This is an optimization exercise on Yosys and OpenROAD, whose aim is small area, a short achievable clock period and few clock cycles, not a production implementation. The RTL was checked by simulation tests, not by an equivalence proof against the original design. No driver is modelled on the clock port, so clock power and skew are understated where the tree is cut down; a real chip needs a root buffer or a tree. Power and IR drop assume default switching activity.

run A:
## axi4_lite_system
module axi4_lite_system (
    input  wire        clk,
    input  wire        resetn,
    input  wire        usr_write_req,
    input  wire        usr_read_req,
    input  wire [31:0] usr_araddr,
    input  wire [31:0] usr_awaddr,
    input  wire [31:0] usr_wdata,
    input  wire [3:0]  usr_wstrb,
    output wire [31:0] usr_rdata,
    output wire        usr_wr_busy,
    output wire        usr_wr_done,
    output wire [1:0]  usr_wr_resp,
    output wire        usr_rd_busy,
    output wire        usr_rd_done,
    output wire [1:0]  usr_rd_resp
);
Size: roughly 160 flip-flops, about 140 I/O pins, about 6200 um2 of cells after synthesis.
Settings: LEC_CHECK=0, CAP_MARGIN=20, CORE_MARGIN=2, CORE_UTILIZATION=65, PLACE_DENSITY=0.85, SLEW_MARGIN=20, SYNTH_HIERARCHICAL=1, SYNTH_MINIMUM_KEEP_SIZE=0; clock period 3.0 ns.
standard.sh (not shown) runs the stock make flow with config.mk's settings and CLKGATE_MAP_FILE= SYNTH_SCRIPT=/design/flow/synth_recipe.tcl, a recipe that flattens the netlist after the stock synthesis.
==> flow/flow/run.sh <==
#!/bin/bash
# Own layout flow: the standard ORFS flow (standard.sh) with four changes,
# all made through ORFS's documented hooks and variables:
#  - ports are buffered with the smallest buffer (buf_1); repair sizes them up
#    where the timing needs it;
#  - after floorplan, every combinational cell from synthesis is set to its
#    smallest drive strength (downsize.tcl), so that only cells on slow paths
#    are sized up later;
#  - the clock tree is built by hand (mycts.tcl): the clock port drives four
#    clkbuf_8, each driving one quarter of the flip-flops, clustered by
#    position; every flip-flop sits one buffer from the port;
#  - after CTS, repair_timing sizes up cells on paths with less than
#    MY_SETUP_MARGIN ns of slack (post_cts.tcl).
# Each tool's output is in orfs/logs/ (one log per step); make's own output
# goes to flow_make.log.
set -euo pipefail
HERE=$(pwd)
export BUFFER_PORTS_ARGS="-buffer_cell sky130_fd_sc_hd__buf_1"
export POST_FLOORPLAN_TCL=$HERE/flow/downsize.tcl
export PRE_CTS_TCL=$HERE/flow/mycts.tcl
export POST_CTS_TCL=$HERE/flow/post_cts.tcl
export CLK_NBUF=6
export CLK_NROOT=2
export CLK_ROOT_BUF=sky130_fd_sc_hd__clkbuf_16
export CLK_BUF=sky130_fd_sc_hd__clkbuf_16
export MY_MARGIN_DELTA=0.05
export MY_SEQUENCE=sizeup
bash standard.sh finish > flow_make.log 2>&1
==> flow/flow/post_cts.tcl <==
set_propagated_clock [all_clocks]
set out_cells {}
foreach bterm [[ord::get_db_block] getBTerms] {
  if {[$bterm getIoType] ne "OUTPUT"} continue
  foreach it [[$bterm getNet] getITerms] {
    if {![$it isOutputSignal]} continue
    set buf [$it getInst]
    if {[info exists ::env(OUT_BUF)] && [string match "*buf_*" [[$buf getMaster] getName]]} {
      replace_cell [$buf getName] $::env(OUT_BUF)
    }
    lappend out_cells [get_cells [$buf getName]]
    foreach bit [$buf getITerms] {
      if {![$bit isInputSignal]} continue
      foreach dit [[$bit getNet] getITerms] {
        if {[$dit isOutputSignal]} { lappend out_cells [get_cells [[$dit getInst] getName]] }
      }
    }
  }
}
puts "post_cts: [llength $out_cells] output-side cells held"
if {[info exists ::env(MY_MARGIN_DELTA)]} {
  estimate_parasitics -placement
  puts "post_cts: before ws [worst_slack -max] area [rsz::design_area]"
  # The output paths set the period; size up only the input-side paths that
  # are slower than them (plus MY_MARGIN_DELTA ns).
  set out_path [find_timing_paths -to [all_outputs] -sort_by_slack -group_path_count 1]
  set margin [expr {[get_property $out_path slack] + $::env(MY_MARGIN_DELTA)}]
  puts "post_cts: output paths' slack [get_property $out_path slack], margin $margin"
  set_dont_touch $out_cells
  repair_timing -setup -setup_margin $margin -sequence $::env(MY_SEQUENCE) -skip_last_gasp
  unset_dont_touch $out_cells
  estimate_parasitics -placement
  puts "post_cts: after ws [worst_slack -max] area [rsz::design_area]"
}
detailed_placement
Other scripts of this flow, unchanged in this note and not shown: flow/flow/downsize.tcl, flow/flow/mycts.tcl
Having completed the whole flow, run A delivered a layout that passed the timing, DRC and antenna checks.
Testbench counts of run A, summed over its fixed seeds: cycles 2,400.
## Diff of input files: run B against run A
--- a/flow/flow/run.sh
+++ b/flow/flow/run.sh
@@ -24,5 +24,5 @@
 export CLK_ROOT_BUF=sky130_fd_sc_hd__clkbuf_16
 export CLK_BUF=sky130_fd_sc_hd__clkbuf_16
-export MY_MARGIN_DELTA=0.05
+export MY_SETUP_MARGIN=1.75
 export MY_SEQUENCE=sizeup
 bash standard.sh finish > flow_make.log 2>&1
==> flow/flow/post_cts.tcl <==
# Size up cells on the paths whose slack (with placement parasitics) is under
# MY_SETUP_MARGIN ns, then legalise the placement again.
if {[info exists ::env(MY_SETUP_MARGIN)]} {
  set_propagated_clock [all_clocks]
  estimate_parasitics -placement
  puts "post_cts: before ws [worst_slack -max] area [rsz::design_area]"
  repair_timing -setup -setup_margin $::env(MY_SETUP_MARGIN) -sequence $::env(MY_SEQUENCE) -skip_last_gasp
  detailed_placement
  estimate_parasitics -placement
  puts "post_cts: after ws [worst_slack -max] area [rsz::design_area]"
}
Findings:
Post-route total power delta for run B relative to run A: 0.066 mW higher
Relative to run A, total global routing track utilization increased by 1.3 points in run B.
In the tables for run A and run B, worst-margin pin slew reads higher with run A.
Run B against run A: ratio of cells with drive above 1 in the final layout shows an increase of 16 points; cell area shows an increase of about 6%.
Comparing run A against run B, there is no change at all in count of port buffers added during placement.
Setup slack after layout: run B vs run A up 34 ps
Relative to run A, combinational-cell power consumption increased by about 20% in run B.
The inputs of run C differ from those of run B as listed below.
--- a/flow/flow/run.sh
+++ b/flow/flow/run.sh
@@ -25,4 +25,5 @@
 export CLK_BUF=sky130_fd_sc_hd__clkbuf_16
 export MY_SETUP_MARGIN=1.75
+export OUT_BUF=sky130_fd_sc_hd__buf_2
 export MY_SEQUENCE=sizeup
 bash standard.sh finish > flow_make.log 2>&1
==> flow/flow/post_cts.tcl <==
set_propagated_clock [all_clocks]
set out_cells {}
foreach port [get_ports -filter "direction==output"] {
  foreach pin [get_pins -of_objects [get_nets -of_objects $port] -filter "direction==output"] {
    set buf [get_cells -of_objects $pin]
    if {[info exists ::env(OUT_BUF)] && [string match "*buf_*" [get_property $buf ref_name]]} {
      replace_cell [get_property $buf full_name] $::env(OUT_BUF)
    }
    lappend out_cells $buf
    foreach in [get_pins -of_objects $buf -filter "direction==input"] {
      foreach drv [get_pins -of_objects [get_nets -of_objects $in] -filter "direction==output"] {
        lappend out_cells [get_cells -of_objects $drv]
      }
    }
  }
}
if {[info exists ::env(MY_SETUP_MARGIN)]} {
  estimate_parasitics -placement
  puts "post_cts: before ws [worst_slack -max] area [rsz::design_area]"
  set_dont_touch $out_cells
  repair_timing -setup -setup_margin $::env(MY_SETUP_MARGIN) -sequence $::env(MY_SEQUENCE) -skip_last_gasp
  unset_dont_touch $out_cells
  estimate_parasitics -placement
  puts "post_cts: after ws [worst_slack -max] area [rsz::design_area]"
}
detailed_placement
Findings:
Seen in the log of run C: STA-0100 during clock tree synthesis, after which the run never completed. On count of input and output buffers, run C and run B are basically level. Run C vs. run B: effective utilization at floorplan now sits at about the same level; part of the Yosys area used for sequential elements now sits at about the same level. From run B to run C, synthesized-area fraction occupied by ao, oa, aoi and oai cells did not move at all. From run B to run C the numbers moved as follows: overall die height did not really move; number of placed I/O pins did not really move.
Here is what was changed in the inputs of run D compared with run C.
--- a/flow/flow/run.sh
+++ b/flow/flow/run.sh
@@ -24,6 +24,5 @@
 export CLK_ROOT_BUF=sky130_fd_sc_hd__clkbuf_16
 export CLK_BUF=sky130_fd_sc_hd__clkbuf_16
-export MY_SETUP_MARGIN=1.75
-export OUT_BUF=sky130_fd_sc_hd__buf_2
+export MY_SETUP_MARGIN=1.90
 export MY_SEQUENCE=sizeup
 bash standard.sh finish > flow_make.log 2>&1
==> flow/flow/post_cts.tcl <==
# Size up cells on the paths whose slack (with placement parasitics) is under
# MY_SETUP_MARGIN ns, then legalise the placement again.
if {[info exists ::env(MY_SETUP_MARGIN)]} {
  set_propagated_clock [all_clocks]
  estimate_parasitics -placement
  puts "post_cts: before ws [worst_slack -max] area [rsz::design_area]"
  repair_timing -setup -setup_margin $::env(MY_SETUP_MARGIN) -sequence $::env(MY_SEQUENCE) -skip_last_gasp
  detailed_placement
  estimate_parasitics -placement
  puts "post_cts: after ws [worst_slack -max] area [rsz::design_area]"
}
Notes after the runs:
- Run D ran to completion and came out clean on the timing, DRC and antenna checks.
- Die outline width: run C vs run D identical
- From run C to run D, mean area per synthesized cell did not move at all.
- Between run C and run D, the difference in number of enable-type register cells in the synthesized netlist is negligible.
- Number of register bits inferred by synthesis: run D vs run C identical
- As far as effective utilization at floorplan goes, run C and run D are indistinguishable; the numbers are identical.
- Reported for run C and run D, floorplan row count turned out identical to the last digit.
- From run C to run D, count of unique library cells instantiated by Yosys did not move at all.
- Diff run C..run D | number of instances in the placed design | unchanged
- Half-perimeter wire length after detailed placement came out exactly the same in run C and run D.
- As far as cell count after synthesis goes, run C and run D are indistinguishable; the numbers are identical.
- Reported for run C and run D, proportion of synthesized chip area in sequential cells turned out identical to the last digit.
The clock cells of run A, run B and run D come from the design's own scripts or RTL, not from TritonCTS.

The RTL this note starts from:
==> flow/design.v <==
module axi4_lite_system (
    input  wire        clk,
    input  wire        resetn,
    input  wire        usr_write_req,
    input  wire        usr_read_req,
    input  wire [31:0] usr_araddr,
    input  wire [31:0] usr_awaddr,
    input  wire [31:0] usr_wdata,
    input  wire [3:0]  usr_wstrb,
    output wire [31:0] usr_rdata,
    output wire        usr_wr_busy,
    output wire        usr_wr_done,
    output wire [1:0]  usr_wr_resp,
    output wire        usr_rd_busy,
    output wire        usr_rd_done,
    output wire [1:0]  usr_rd_resp
);
    reg [31:0] slv_reg0, slv_reg1, slv_reg2, slv_reg3;
    reg [31:0] rdata;
    reg        wr_done, rd_done;
    reg        wr_err, rd_err;
    wire aw_ok = (usr_awaddr[1:0] == 2'b00);
    wire [31:0] wdata_r = usr_wdata & {32{resetn}};
    wire [3:0]  aw_lo_zero;
    wire [3:0]  aw_reg;
    wire [3:0]  req_strb;
    wire [15:0] lane_en;
    axi_dec2 u_aw_dec (.a0(usr_awaddr[2]), .a1(usr_awaddr[3]), .d(aw_reg));
    genvar r, b;
    generate
        for (b = 0; b < 4; b = b + 1) begin : g_strb
            axi_and2 u_req_strb (.a(usr_write_req), .b(usr_wstrb[b]), .y(req_strb[b]));
        end
        for (r = 0; r < 4; r = r + 1) begin : g_reg
            axi_nor2 u_aw_lo (.a(usr_awaddr[0]), .b(usr_awaddr[1]), .y(aw_lo_zero[r]));
            for (b = 0; b < 4; b = b + 1) begin : g_lane
                axi_lane u_lane (.ok(aw_lo_zero[r]), .sel(aw_reg[r]), .strb(req_strb[b]),
                                 .resetn(resetn), .en(lane_en[4*r+b]));
            end
        end
    endgenerate
    always @(posedge clk) begin
        if (lane_en[0])  slv_reg0[7:0]   <= wdata_r[7:0];
        if (lane_en[1])  slv_reg0[15:8]  <= wdata_r[15:8];
        if (lane_en[2])  slv_reg0[23:16] <= wdata_r[23:16];
        if (lane_en[3])  slv_reg0[31:24] <= wdata_r[31:24];
        if (lane_en[4])  slv_reg1[7:0]   <= wdata_r[7:0];
        if (lane_en[5])  slv_reg1[15:8]  <= wdata_r[15:8];
        if (lane_en[6])  slv_reg1[23:16] <= wdata_r[23:16];
        if (lane_en[7])  slv_reg1[31:24] <= wdata_r[31:24];
        if (lane_en[8])  slv_reg2[7:0]   <= wdata_r[7:0];
        if (lane_en[9])  slv_reg2[15:8]  <= wdata_r[15:8];
        if (lane_en[10]) slv_reg2[23:16] <= wdata_r[23:16];
        if (lane_en[11]) slv_reg2[31:24] <= wdata_r[31:24];
        if (lane_en[12]) slv_reg3[7:0]   <= wdata_r[7:0];
        if (lane_en[13]) slv_reg3[15:8]  <= wdata_r[15:8];
        if (lane_en[14]) slv_reg3[23:16] <= wdata_r[23:16];
        if (lane_en[15]) slv_reg3[31:24] <= wdata_r[31:24];
    end
    wire [15:0] rsel;
    wire [3:0]  ar_ok, ar_bad;
    wire        ar_valid = ar_ok[0];
    wire [31:0] rdata_d;
    genvar i;
    generate
        for (i = 0; i < 4; i = i + 1) begin : g_rsel
            axi_dec2 u_dec (.a0(usr_araddr[2]), .a1(usr_araddr[3]), .d(rsel[4*i +: 4]));
            axi_nor2 u_ok  (.a(usr_araddr[1]), .b(usr_araddr[0]), .y(ar_ok[i]));
            axi_or2  u_bad (.a(usr_araddr[1]), .b(usr_araddr[0]), .y(ar_bad[i]));
        end
        for (i = 0; i < 32; i = i + 1) begin : g_rbit
            axi_rbit #(.BAD(((32'hDEADDEAD >> i) & 1) != 0)) u_rbit (
                .sel(rsel[4*(i/8) +: 4]), .ok(ar_ok[i/8]), .bad(ar_bad[i/8]),
                .r({slv_reg3[i], slv_reg2[i], slv_reg1[i], slv_reg0[i]}),
                .d(rdata_d[i]));
        end
    endgenerate
    always @(posedge clk) rdata <= rdata_d;
    always @(posedge clk) begin
        wr_err <= ~aw_ok;
        rd_err <= ~ar_valid;
    end
    always @(posedge clk) begin
        wr_done <= usr_write_req & resetn;
        rd_done <= usr_read_req & resetn;
    end
    assign usr_rdata   = rdata;
    assign usr_wr_busy = wr_done;
    assign usr_wr_done = wr_done;
    assign usr_wr_resp = {2{wr_err}};
    assign usr_rd_busy = rd_done;
    assign usr_rd_done = rd_done;
    assign usr_rd_resp = {2{rd_err}};
endmodule
module axi_nor2 (input wire a, input wire b, output wire y);
    assign y = ~(a | b);
endmodule
module axi_dec2 (input wire a0, input wire a1, output wire [3:0] d);
    assign d[0] = ~a1 & ~a0;
    assign d[1] = ~a1 &  a0;
    assign d[2] =  a1 & ~a0;
    assign d[3] =  a1 &  a0;
endmodule
module axi_and2 (input wire a, input wire b, output wire y);
    assign y = a & b;
endmodule
module axi_lane (input wire ok, input wire sel, input wire strb, input wire resetn,
                 output wire en);
    assign en = ~resetn | (ok & sel & strb);
endmodule
module axi_or2 (input wire a, input wire b, output wire y);
    assign y = a | b;
endmodule
module axi_rbit #(parameter BAD = 1'b0) (
    input  wire [3:0] sel,
    input  wire       ok,
    input  wire       bad,
    input  wire [3:0] r,
    output wire       d
);
    wire lo, hi;
    axi_aoi22 u_lo (.a1(sel[0]), .a2(r[0]), .b1(sel[1]), .b2(r[1]), .y(lo));
    axi_aoi22 u_hi (.a1(sel[2]), .a2(r[2]), .b1(sel[3]), .b2(r[3]), .y(hi));
    generate
        if (BAD) begin : g_one
            assign d = ~(lo & hi & ok);
        end else begin : g_zero
            assign d = ~((lo & hi) | bad);
        end
    endgenerate
endmodule
module axi_aoi22 (input wire a1, input wire a2, input wire b1, input wire b2, output wire y);
    assign y = ~((a1 & a2) | (b1 & b2));
endmodule
==> flow/config.mk <==
export PLATFORM = sky130hd
export DESIGN_NAME = axi4_lite_system
export DESIGN_NICKNAME = axi4_lite_system
export VERILOG_FILES = /design/flow/design.v
export SDC_FILE = /design/flow/constraint.sdc
export NUM_CORES = 4
export LEC_CHECK = 0
export CAP_MARGIN = 20
export CORE_MARGIN = 2
export CORE_UTILIZATION = 65
export PLACE_DENSITY = 0.85
export SLEW_MARGIN = 20
export SYNTH_HIERARCHICAL = 1
export SYNTH_MINIMUM_KEEP_SIZE = 0
==> flow/constraint.sdc <==
create_clock -name core_clock -period 3.0 [get_ports {clk}]
set_input_delay 0.6000 -clock core_clock [delete_from_list [all_inputs] [get_ports {clk}]]
set_output_delay 0.6000 -clock core_clock [all_outputs]
set_load 0.01 [all_outputs]
==> flow/flow/run.sh <==
#!/bin/bash
# Own layout flow: the standard ORFS flow (standard.sh, standard synthesis
# unchanged) with these changes, all made through ORFS's documented hook
# scripts and variables:
#  - ports are buffered with the smallest buffer (buf_1);
#  - after floorplan, every combinational cell from synthesis is set to its
#    smallest drive strength (downsize.tcl), so that only cells on slow paths
#    are sized up later;
#  - the clock tree is built by hand (mycts.tcl) in place of TritonCTS: the
#    clock port drives CLK_NROOT root buffers, which drive CLK_NBUF leaf
#    buffers, each driving one cluster of flip-flops (k-means on position).
#    Every flip-flop is exactly two buffers from the port (a balanced tree);
#  - after the clock tree (post_cts.tcl): output-port buffers are set to
#    OUT_BUF and flip-flops that drive two output buffers to OUT_FF_MULTI;
#    then repair_timing sizes up cells on the input-side paths that are
#    slower than the output paths plus MY_MARGIN_DELTA ns.
# Each tool's output is in orfs/logs/ (one log per step, as ORFS writes
# them); make's own output goes to flow_make.log.
#    Then an area recovery pass (MY_RECOVER) sets each cell, largest first,
#    to the smallest size that keeps the input-side slack where repair left it.
set -euo pipefail
HERE=$(pwd)
export BUFFER_PORTS_ARGS="-buffer_cell sky130_fd_sc_hd__buf_1"
export POST_FLOORPLAN_TCL=$HERE/flow/downsize.tcl
export PRE_CTS_TCL=$HERE/flow/mycts.tcl
export POST_CTS_TCL=$HERE/flow/post_cts.tcl
export CLK_NBUF=6
export CLK_NROOT=3
export CLK_ROOT_BUF=sky130_fd_sc_hd__buf_12
export CLK_BUF=sky130_fd_sc_hd__buf_12
export MY_MARGIN_DELTA=0.2
export OUT_FF_MULTI=sky130_fd_sc_hd__dfxtp_2
export OUT_BUF=sky130_fd_sc_hd__buf_1
export MY_SEQUENCE=sizeup
export MY_RECOVER=1
bash standard.sh finish > flow_make.log 2>&1
==> flow/flow/post_cts.tcl <==
set_propagated_clock [all_clocks]
set out_insts {}
foreach bterm [[ord::get_db_block] getBTerms] {
  if {[$bterm getIoType] ne "OUTPUT"} continue
  foreach it [[$bterm getNet] getITerms] {
    if {![$it isOutputSignal]} continue
    set buf [$it getInst]
    if {[info exists ::env(OUT_BUF)] && [string match "*buf_*" [[$buf getMaster] getName]]} {
      replace_cell [$buf getName] $::env(OUT_BUF)
    }
    lappend out_insts $buf
    foreach bit [$buf getITerms] {
      if {![$bit isInputSignal]} continue
      foreach dit [[$bit getNet] getITerms] {
        if {[$dit isOutputSignal]} { lappend out_insts [$dit getInst] }
      }
    }
  }
}
# A flip-flop that drives more than one output buffer (with OUT_FF_ALL set,
# any flip-flop that drives an output buffer) gets OUT_FF_MULTI.
set out_insts [lsort -unique $out_insts]
if {[info exists ::env(OUT_FF_MULTI)]} {
  foreach inst $out_insts {
    if {![string match "*dfxtp_1" [[$inst getMaster] getName]]} continue
    set n 0
    foreach it [$inst getITerms] {
      if {[$it isOutputSignal]} { set n [expr {[llength [[$it getNet] getITerms]] - 1}] }
    }
    if {$n > 1 || [info exists ::env(OUT_FF_ALL)]} {
      replace_cell [$inst getName] $::env(OUT_FF_MULTI)
      puts "post_cts: [$inst getName] drives $n, set to $::env(OUT_FF_MULTI)"
    }
  }
}
set out_cells {}
foreach inst $out_insts {
  lappend out_cells [get_cells [string map {[ \[ ] \]} [$inst getName]]]
}
puts "post_cts: [llength $out_cells] output-side cells held"
if {[info exists ::env(MY_MARGIN_DELTA)]} {
  estimate_parasitics -placement
  puts "post_cts: before ws [worst_slack -max] area [rsz::design_area]"
  # The output paths set the period; size up only the input-side paths that
  # are slower than them (plus MY_MARGIN_DELTA ns).
  set out_path [find_timing_paths -to [all_outputs] -sort_by_slack -group_path_count 1]
  set margin [expr {[get_property $out_path slack] + $::env(MY_MARGIN_DELTA)}]
  puts "post_cts: output paths' slack [get_property $out_path slack], margin $margin"
  set_dont_touch $out_cells
  repair_timing -setup -setup_margin $margin -sequence $::env(MY_SEQUENCE) -skip_last_gasp
  puts "post_cts: after repair ws [worst_slack -max] area [rsz::design_area]"
  if {[info exists ::env(MY_RECOVER)]} {
    # Area recovery: walk the cells from the largest down and set each to the
    # smallest size of its kind that keeps the slack into the flip-flops at
    # or above where the repair left it (capped at the margin).
    proc in_ws {} {
      set p [find_timing_paths -to [all_registers -data_pins] -sort_by_slack -group_path_count 1]
      return [get_property $p slack]
    }
    estimate_parasitics -placement
    set floor [expr {min($margin, [in_ws])}]
    set held {}
    foreach c $out_cells { dict set held [get_full_name $c] 1 }
    set cands {}
    foreach inst [[ord::get_db_block] getInsts] {
      set m [[$inst getMaster] getName]
      if {![regexp {^(sky130_fd_sc_hd__[a-z0-9]+?)_([0-9]+)$} $m -> base drive]} continue
      if {[regexp {__(df|edf|sdf|dl|tap|fill|decap|clkbuf|conb)} $m]} continue
      if {[string match "clk*_my_*" [$inst getName]]} continue
      if {[dict exists $held [$inst getName]]} continue
      lappend cands [list [expr {[[$inst getMaster] getWidth] * [[$inst getMaster] getHeight]}] $inst $base]
    }
    set sizes {}
    foreach lib [[ord::get_db] getLibs] {
      foreach mm [$lib getMasters] {
        if {[regexp {^(sky130_fd_sc_hd__[a-z0-9]+?)_([0-9]+)$} [$mm getName] -> b d]} {
          dict lappend sizes $b [list [expr {[$mm getWidth] * [$mm getHeight]}] [$mm getName]]
        }
      }
    }
    set dont_use {}
    if {[info exists ::env(DONT_USE_CELLS)]} { set dont_use $::env(DONT_USE_CELLS) }
    set n 0
    foreach c [lsort -real -decreasing -index 0 $cands] {
      lassign $c area inst base
      set name [$inst getName]
      set cur [[$inst getMaster] getName]
      foreach s [lsort -real -index 0 [dict get $sizes $base]] {
        lassign $s a to
        if {$a >= $area} break
        set skip 0
        foreach pat $dont_use { if {[string match $pat $to]} { set skip 1 } }
        if {$skip} continue
        replace_cell $name $to
        estimate_parasitics -placement
        if {[in_ws] >= $floor} { incr n; break }
        replace_cell $name $cur
        estimate_parasitics -placement
      }
    }
    puts "post_cts: recovery resized $n cells; input-side ws [in_ws] (floor $floor)"
  }
  unset_dont_touch $out_cells
  estimate_parasitics -placement
  puts "post_cts: after ws [worst_slack -max] area [rsz::design_area]"
}
detailed_placement
Other scripts of this flow, unchanged in this note and not shown: flow/flow/downsize.tcl, flow/flow/mycts.tcl
Testbench counts at the start, summed over its fixed seeds: cycles 2,400.
Change:
--- a/flow/flow/run.sh
+++ b/flow/flow/run.sh
@@ -15,8 +15,8 @@
 #    then repair_timing sizes up cells on the input-side paths that are
 #    slower than the output paths plus MY_MARGIN_DELTA ns.
+#    Then an area recovery pass (MY_RECOVER) sets each cell, largest first,
+#    to the smallest size that keeps the input-side slack where repair left it.
 # Each tool's output is in orfs/logs/ (one log per step, as ORFS writes
 # them); make's own output goes to flow_make.log.
-#    Then an area recovery pass (MY_RECOVER) sets each cell, largest first,
-#    to the smallest size that keeps the input-side slack where repair left it.
 set -euo pipefail
 HERE=$(pwd)
@@ -29,7 +29,7 @@
 export CLK_ROOT_BUF=sky130_fd_sc_hd__buf_12
 export CLK_BUF=sky130_fd_sc_hd__buf_12
-export MY_MARGIN_DELTA=0.2
+export MY_MARGIN_DELTA=0.3
 export OUT_FF_MULTI=sky130_fd_sc_hd__dfxtp_2
-export OUT_BUF=sky130_fd_sc_hd__buf_1
+export OUT_BUF=sky130_fd_sc_hd__buf_2
 export MY_SEQUENCE=sizeup
 export MY_RECOVER=1
- PLACE_DENSITY: 0.85 -> 0.7
Effect: The new run went through all stages and came out clean; clock power stays flat; synthesized cell count stays the same; core utilization rises by 0.13 points; via count is lower by 4.5%; routed wire length drops by 7.0%; global-route usage drops by 1.9 points; synthesized area does not change; die area stays the same; final area stays flat; cell count is unchanged; register-to-register slack improved by 0.08 ns.
Change:
- PLACE_DENSITY: 0.7 -> 0.95
- power grows by 0.90%
- area after synthesis stays the same
- design area barely changes
- first-iteration DRC count goes up to 2.5 times its value
- setup slack got worse by 0.040 ns
- clock power is about the same
- routed wire length is higher by 18%
- sequential power stays flat
- maximum frequency falls by 2.9%
In every run of this note, the design's own scripts or RTL, not TritonCTS, make the clock network.

-- port drivers added, routing unchanged --
How much do the figures lean on ideal ports? The routed layouts below were timed once more, with nothing changed but the port constraints.
Step 1: set_driving_cell puts a clkbuf_16 on clk and a buf_2 on each other input, an assumption about the parent block.
Step 2 adds t to the input delays and takes it off the output delays; t is the mean of the earliest and latest rising clock arrival at the registers after step 1. Input paths then give back, and output paths get back, about the clock's delay inside the block.
Three values: ideal ports, drivers, drivers and shift; two values: the first two.
run	t (ns)	setup slack, ns	hold WS [ns]	clock arrival spread, ns	worst register clock-pin slew, ns
run A	0.353	1.547 / 1.505 / 1.212	0.460 / 0.460 / 0.460	0.013 / 0.013	0.10 / 0.10
run B	0.357	1.581 / 1.563 / 1.248	0.460 / 0.460 / 0.460	0.016 / 0.016	0.10 / 0.10
run D	0.362	1.608 / 1.549 / 1.287	0.449 / 0.449 / 0.449	0.019 / 0.019	0.10 / 0.10
the first run of note 2	0.304	1.661 / 1.598 / 1.396	0.467 / 0.467 / 0.467	0.016 / 0.017	0.11 / 0.11
the second run of note 2	0.304	1.681 / 1.615 / 1.400	0.471 / 0.471 / 0.471	0.018 / 0.018	0.11 / 0.11
the third run of note 2	0.307	1.641 / 1.594 / 1.366	0.481 / 0.481 / 0.481	0.028 / 0.028	0.11 / 0.11
After both steps setup and hold are still met in every run listed. The setup slack of run A, which loses most, moves by -0.042 ns with the drivers and by -0.335 ns with both steps.
